This is an optimization exercise on Yosys and OpenROAD, whose aim is small area, a short achievable clock period and few clock cycles per item, not a production implementation.
Function was checked by simulation only, so behaviour that the tests miss may differ from the original.
Power is estimated from default activity; no workload was simulated.

## flow/design.v (module list and top-level ports; edited modules follow where they fit)
// module PolyMult: 1163 lines
module PolyMult(clk, rst, start, A3, A2, A1, A0, B3, B2, B1, B0, finish, C3, C2, C1, C0);
  // ...
==> flow/flow/run.sh <==
#!/bin/bash
# The standard layout, except that synthesis leaves full/half adders to ABC
# instead of mapping them to the library's fa/ha cells (ADDER_MAP_FILE empty).
set -euo pipefail
bash standard.sh ADDER_MAP_FILE= finish > standard_flow.log 2>&1
==> flow/standard.sh <==
#!/bin/bash
# synth_recipe.tcl (not shown) runs the flow's synth.tcl, then flattens the netlist and writes it again
# the make line also repeats each setting of config.mk as NAME=value (left out here)
make -C /OpenROAD-flow-scripts/flow DESIGN_CONFIG=/design/flow/config.mk WORK_HOME=/design/flow/orfs CLKGATE_MAP_FILE= SYNTH_SCRIPT=/design/flow/synth_recipe.tcl "${@:-finish}"
==> flow/config.mk <==
export PLATFORM = sky130hd
export DESIGN_NAME = PolyMult
export DESIGN_NICKNAME = PolyMult
export VERILOG_FILES = /design/flow/design.v
export SDC_FILE = /design/flow/constraint.sdc
export NUM_CORES = 4
export LEC_CHECK = 0
export CAP_MARGIN = 20
export CORE_MARGIN = 2
export CORE_UTILIZATION = 40
export SLEW_MARGIN = 20
==> flow/constraint.sdc <==
create_clock -name core_clock -period 6.0 [get_ports {clk}]
set_input_delay 1.2000 -clock core_clock [delete_from_list [all_inputs] [get_ports {clk}]]
set_output_delay 1.2000 -clock core_clock [all_outputs]
set_load 0.01 [all_outputs]
==> results.txt, run 1 <==
outcome=timing/DRC/antenna clean; Worst-path clk slew=0.06 ns; io pins=100; Placed Instance Area=0.0185 sq mm; fin worst setup slack=0.620 ns; commonest cells after routing, fill and taps aside=nand2_1, xnor2_1, maj3_1; Seq cells=33; row cnt=74; Util after Layout=45.5%; top cells by area, synth=xnor2_1, maj3_1, nand2_1, xnor3_1, xor2_1; Pwr top=combinational logic; Most Crowded Layer GR=met2; max_cap viols=0; DRC viols=0; Avg Inst Size Synth=7.91 sq um; Top delay family on crit path=XOR/XNOR gates; multi-input gates=1927; antenna-violating nets left=0; initial core utilization=40.7%; tap cells=532; WL met2=26400 um; Seq power=461 uW; CP Class=input port to flip-flop; switching share of total power=47.6%; Final Hold Viols=0; M1 WL=23400 um; Iteration-0 DRC Markers=1389
Testbench counts, summed over its fixed seeds: cycles 804, items 800.
==> inputs of run 2 (changes only) <==
--- a/flow/config.mk
+++ b/flow/config.mk
@@ -10,2 +10,3 @@
 export CORE_UTILIZATION = 40
+export SETUP_SLACK_MARGIN = 2.0
 export SLEW_MARGIN = 20
==> results.txt, run 2 <==
number of vias in the routed layout=16647; outcome=timing/DRC/antenna clean; maximum clock path buffer count=2; peak supply drop=1.03 mV; Rel. slew slack=55.7%; Synth area leader=xnor2_1; cell area after synthesis=0.0167 sq mm; top cells by area, synth=xnor2_1, maj3_1, nand2_1, xnor3_1, xor2_1; initial antenna violation count=0; vias per inst=5.66; final total power=11.1 mW; Avg Inst Size Synth=7.91 sq um (unchanged); sequential area share after synthesis=4.00%; Hold Path Class=input port to asynchronous set/reset pin; Yosys Warn Count=1; Post-Syn Instances=2105; Remaining Overflow, GRT=0; Leakage Power=9.83 nW; row cnt=74 (unchanged); Total Routed Length=64800 um; CP Capture Point=C2[7]$_DFF_P_; Top FF cell, synth=dfxtp_1; crit end category=flip-flop; initial core utilization=40.7% (unchanged); FMAX=0.224 GHz; final setup vio count=0; Worst-path clk slew=0.05 ns (about the same); commonest cells after routing, fill and taps aside=nand2_1, xnor2_1, buf_4; first-pass GRT wire length=95100 um; RSZ-0062 raised after global routing=true; worst slew pin tran=0.657 ns; CP Class=input port to flip-flop; critical path peak fanout=5; clock net sink count=33; CP required=6.20 ns; Die Y=208 um; max_cap viols=0 (unchanged); Slew Viols, Final=0; vias in the first global route=16456; Setup TNS=0 ns; GPL Wtd Cong=0.920; Hold Buf Count CTS=0; TritonCTS clock tree=done; Unique masters post-synth=61; io pins=100 (unchanged); Seq cells post-synth=33; H-tree levels=2; top-count cell post-synth=nand2_1; first-pass iteration count of the detailed router=7; EDFF count, synth=0; Iteration-0 DRC Markers=1816 (+31%); ANT cells=0; final worst path period need=4.46 ns; commonest cells in the synthesized netlist=nand2_1, xnor2_1, maj3_1, xor2_1, xnor3_1; Power Density=494 mW/mm^2; most common cell after layout, fill and taps aside=nand2_1; ys async rst share=3.03%; syn_nets=2172; nets=2475; die area=0.0433 sq mm; CP Data Arrival Time=4.66 ns; Area Overhead vs Synth=35.4%; Final Hold Viols=0 (unchanged); die width=208 um; share of cells above drive strength 1=27.2%; CTS Buf Count=5; CTS root buf=clkbuf_16; average wire per standard cell=22.0 um; DRC viols=0 (unchanged); Setup crit start kind=input port; dpl hpwl=42500 um; beginning of the critical path=B3[2]; share of the synthesized area in the top cell type=23.4%; core area=0.0409 sq mm; largest net degree at the start of global routing=23; ratio of final minimum period to clock period=74.3%; Total GRT Usage=28.5%; port buffer count=99; antenna-violating nets left=0 (unchanged)
[run 2: cells by family (layout without fill, tap and decap cells)]
kind of cell,after synthesis,after routing,share of synthesized area [%]
AOI/OAI and AO/OA,156,156,5.80
xor gates and xnor gates,759,759,51.4
adders and majority gates,246,246,14.9
buffers and inverters,145,449,4.26
DFF,33,33,4.00
muxes,12,12,0.744
and+or+nand+nor,754,754,18.9
[run 2: repair_timing]
item,4_1_cts,5_1_grt
gates resized for setup,495,141
setup buffers,149,59
endpoints found under the setup margin,18,13
cloned,15,1
hold endpoints to repair,0,0
pin swaps,134,103
[run 2: stage by stage]
stage                     setup WS, ns  area (sq um)  util, %  cells  hold WS, ns
after global routing              1.45         22600     55.1   2941         1.02
after CTS                         1.57         21500     52.6   2881         1.01
final                             1.54         22600     55.1   2941         1.02
after global placement           0.508         18700     45.6   2709         1.34
after floorplan                   1.44         17000        -   2105        0.929
after detailed placement         0.452         18700     45.6   2709         1.35
[run 2: worst min path at each step]
stage,cells after the start,to,from
finish,2,finish$_DFF_PP0_,rst
CTS,2,finish$_DFF_PP0_,rst
global route,2,finish$_DFF_PP0_,rst
global placement,2,finish$_DFF_PP0_,rst
floorplan,1,finish$_DFF_PP0_,rst
detailed placement,2,finish$_DFF_PP0_,rst
[run 2: cell type report]
type	count	area, sq um
flip-flops and latches	33	666
clock buffers	7	143
fillers	3601	18400
repair buffers	421	4690
inverters	20	75.1
multi-input cells	1927	16300
clock inverters	1	30.0
well taps	532	666
[run 2: worst max-delay path, cell delays in order]
cell,delay [ns]
buf_2,0.13
bufbuf_16,0.27
and2_4,0.14
xor3_1,0.43
maj3_2,0.35
xor3_1,0.24
xnor3_2,0.42
xnor2_2,0.17
xnor2_2,0.17
xnor2_2,0.28
xnor2_4,0.17
nand2_4,0.08
buf_6,0.11
a221o_1,0.35
xnor2_1,0.13
[run 2: per-layer routing]
layer / vias to the layer above / routed length, um / global-route usage [%]
met2: 1004 / 29600 / 47.0
met3: 270 / 6980 / 5.86
met1: 7885 / 24500 / 35.2
met4: 0 / 3740 / 14.7
met5: - / 0 / 0
li1: 7488 / - / -
[run 2: power breakdown]
part	leakage, nW	total, mW	switching, mW	internal (mW)
logic	9.47	10.4	4.79	5.57
clock network	0.0841	0.325	0.117	0.208
registers	0.282	0.461	0.0328	0.429
total	9.83	11.1	4.94	6.21
==> inputs of run 3 (changes only) <==
==> flow/run.sh (new file) <==
#!/bin/bash
# synth_recipe.tcl (not shown) runs the flow's synth.tcl, then flattens the netlist and writes it again
# the make line also repeats each setting of config.mk as NAME=value (left out here)
make -C /OpenROAD-flow-scripts/flow DESIGN_CONFIG=/design/flow/config.mk WORK_HOME=/design/flow/orfs CLKGATE_MAP_FILE= SYNTH_SCRIPT=/design/flow/synth_recipe.tcl finish
--- a/flow/config.mk
+++ b/flow/config.mk
@@ -10,3 +10,2 @@
 export CORE_UTILIZATION = 40
-export SETUP_SLACK_MARGIN = 2.0
 export SLEW_MARGIN = 20
removed: flow/flow/run.sh
removed: flow/standard.sh
==> results.txt, run 3 <==
SO Viols=negative setup slack; share of the synthesized area in the top cell type=47.6% (+24 points); met2 Use GR=51.2% (+4.2 points); Slew Viols, Final=0 (unchanged); fin worst setup slack=-0.201 ns (-1.74 ns); GPL Wtd Cong=1.02 (+10%); Setup crit start kind=input port; Area Overhead vs Synth=39.4%; post-synthesis simple-gate area fraction=22.2% (+3.3 points); top cells by area, synth=fa_1, and2_1, xnor2_1, nand2_1, dfxtp_1; RSZ-0062 raised after global routing=true; H-tree levels=2 (unchanged); pre-CTS WS=-1.02 ns (-1.47 ns); sequential area share after synthesis=4.93% (+0.93 points); GR Util met1=44.3% (+9.1 points); TritonCTS clock tree=done; final setup vio count=4 (+4); Post-Syn Instances=1417 (-33%); die area=0.0352 sq mm (-19%); Final Hold Viols=0 (unchanged); first-pass iteration count of the detailed router=5 (-2); nets=2169 (-12%); max_cap viols=0 (unchanged); combinational family with the most area after synthesis=adder cells; Hold Path Class=input port to asynchronous set/reset pin; commonest cells after routing, fill and taps aside=and2_1, nand2_1, fa_1; first-pass GRT wire length=84900 um (-11%); FMAX=0.161 GHz (-28%); commonest cells in the synthesized netlist=and2_1, fa_1, nand2_1, xnor2_1, inv_1; CTS Buf Count=5 (unchanged); mux cell area share after synthesis=0% (-0.74 points); Total Routed Length=57800 um (-11%); most common cell after layout, fill and taps aside=and2_1; core area=0.0334 sq mm (-18%); crit end category=flip-flop; critical path's slowest cell=fa_1; CP required=6.20 ns (about the same); Avg Inst Size Synth=9.53 sq um (+20%); adder-cell share of the synthesized area=51.5% (+37 points); syn_nets=1847 (-15%); io pins=100 (unchanged); vias in the first global route=12859 (-22%); vias per inst=5.27 (-7.0%); cell area after synthesis=0.0135 sq mm (-19%); Seq cells post-synth=33 (unchanged); ratio of final minimum period to clock period=103% (+29 points); ys async rst share=3.03% (unchanged); Worst-path clk slew=0.08 ns (+0.03 ns); peak supply drop=0.445 mV (-57%); post-synthesis compound-gate area fraction=0% (-5.8 points); cell mode on critical path=fa_2; number of vias in the routed layout=11527 (-31%); Placed Instance Area=0.0169 sq mm (-9.4%); final worst path period need=6.20 ns (+1.74 ns); CP Class=input port to flip-flop; met3 global-route usage=8.25% (+2.4 points); Rel. slew slack=73.2% (+17 points); largest net degree at the start of global routing=13 (-43%); CTS root buf=clkbuf_16; initial antenna violation count=1 (+1); clock net sink count=33 (unchanged); Total GRT Usage=33.9% (+5.4 points); max incr delay on CP=0.56 ns (+0.13 ns); EDFF count, synth=0 (unchanged); row cnt=67 (-9.5%); dpl hpwl=38800 um (-8.9%); antenna-violating nets left=0 (unchanged); CP Data Arrival Time=6.40 ns (+1.74 ns); maximum clock path buffer count=2 (unchanged); xor/xnor cell area share of the yosys netlist=14.7% (-37 points); Most Crowded Layer GR=met2; port buffer count=99 (unchanged); outcome=complete, but fails checks; Finished Cell Area=0.0188 sq mm (-17%); Yosys Warn Count=1 (unchanged); Util after Layout=56.4% (+1.3 points); Leakage Power=8.23 nW (-16%); initial core utilization=40.5% (-0.22 points); Unique masters post-synth=18 (-70%); Critical path buffers and inverters=3 (unchanged); Remaining Overflow, GRT=0 (unchanged); Iteration-0 DRC Markers=1167 (-36%); share of cells above drive strength 1=30.5% (+3.2 points); DRC viols=0 (unchanged); worst slew pin tran=0.401 ns (-0.256 ns); Top delay family on crit path=adder cells; top-count cell post-synth=and2_1; average wire per standard cell=26.4 um (+20%); final total power=8.14 mW (-27%); Setup TNS=-0.579 ns (-0.579 ns); Power Density=432 mW/mm^2 (-13%); Top FF cell, synth=dfxtp_1; critical path peak fanout=9 (+4); Die Y=188 um (-9.8%); die width=188 um (-9.8%); critical path cell sequence=buf_2, buf_12, nand2_1, fa_2, fa_2, fa_1, fa_2, fa_2, fa_2, fa_2, fa_1, inv_2, ha_4, xnor2_2, xnor2_1, xnor2_1, xnor2_1, xnor2_1, xnor3_1; Synth area leader=fa_1
==> run 3: power by group <==
group / switching (mW) / total, mW / internal [mW]
Sequential: 0.0323 / 0.468 / 0.436
Combinational: 3.57 / 7.38 / 3.81
Clock: 0.134 / 0.287 / 0.154
Total: 3.73 / 8.14 / 4.40
==> run 3: final timing paths <==
path                       start               end  slack (ns)  cells after the start
min                          rst  finish$_DFF_PP0_        1.03                      2
min in group core_clock    start  finish$_DFF_PP0_        1.35                      1
max in group asynchronous    rst  finish$_DFF_PP0_        4.88                      2
max                        A0[0]     C0[7]$_DFF_P_       -0.20                     19
==> run 3: logic make-up (layout without fill, tap and decap cells) <==
group	count (synthesis)	after routing
and+or+nand+nor	576	576
buffers and inverters	226	549
other	0	1
xor gates and xnor gates	219	219
DFF	33	33
adders and majority gates	363	363
==> run 3: final cells by class <==
type,instances,area (sq um)
fillers,2875,14500
multi-input cells,1158,12400
repair buffers,411,4570
flip-flops and latches,33,666
well taps,448,561
inverters,130,488
clock buffers,6,129
clock inverters,2,10.0
diodes,1,2.50
==> run 3: routing by layer <==
metal | vias to the layer above | part of all wire (%)
met5 | - | 0
met4 | 0 | 7.7
met3 | 217 | 12
met2 | 805 | 42
met1 | 5758 | 38
li1 | 4747 | -
==> run 3: timing repair <==
item / CTS / global route
gates resized for setup: 265 / 74
hold buffers: 0 / 0
pin swaps: 88 / 92
setup buffers: 100 / 3
endpoints found under the setup margin: 4 / 4
cloned: 20 / 0
==> run 3: stage by stage <==
step	hold slack [ns]	cells
finish	1.03	2189
global route	1.03	2188
CTS	1.02	2187
detailed placement	1.35	2062
global placement	1.35	2062
floorplan	0.929	1417

separate check: timing with driven ports:
How much do the figures lean on ideal ports? The routed layouts below were timed once more, with nothing changed but the port constraints.
Step 1, drivers: a clkbuf_16 drives clk and a buf_2 each remaining input, both assumed.
Step 2 also shifts input and output timing later by t, the mid clock arrival at the registers, as if the neighbouring blocks saw the same clock.
Slacks: ideal ports / drivers / drivers and shift; pairs: ideal ports / drivers.
run | shift t [ns] | slack for setup (ns) | hold WS [ns] | clock arrival spread, ns | slew at the worst register clock pin (ns)
run 1 | 0.353 | 0.620 / 0.646 / 0.293 | 1.026 / 1.000 / 1.353 | 0.006 / 0.006 | 0.06 / 0.06
run 2 | 0.377 | 1.540 / 1.466 / 1.089 | 1.021 / 0.993 / 1.370 | 0.010 / 0.010 | 0.06 / 0.06
run 3 | 0.363 | -0.201 / -0.176 / -0.539 | 1.033 / 1.002 / 1.366 | 0.022 / 0.023 | 0.08 / 0.08
For run 2, which loses most, drivers alone change the setup slack by -0.074 ns; drivers and shift together by -0.451 ns.
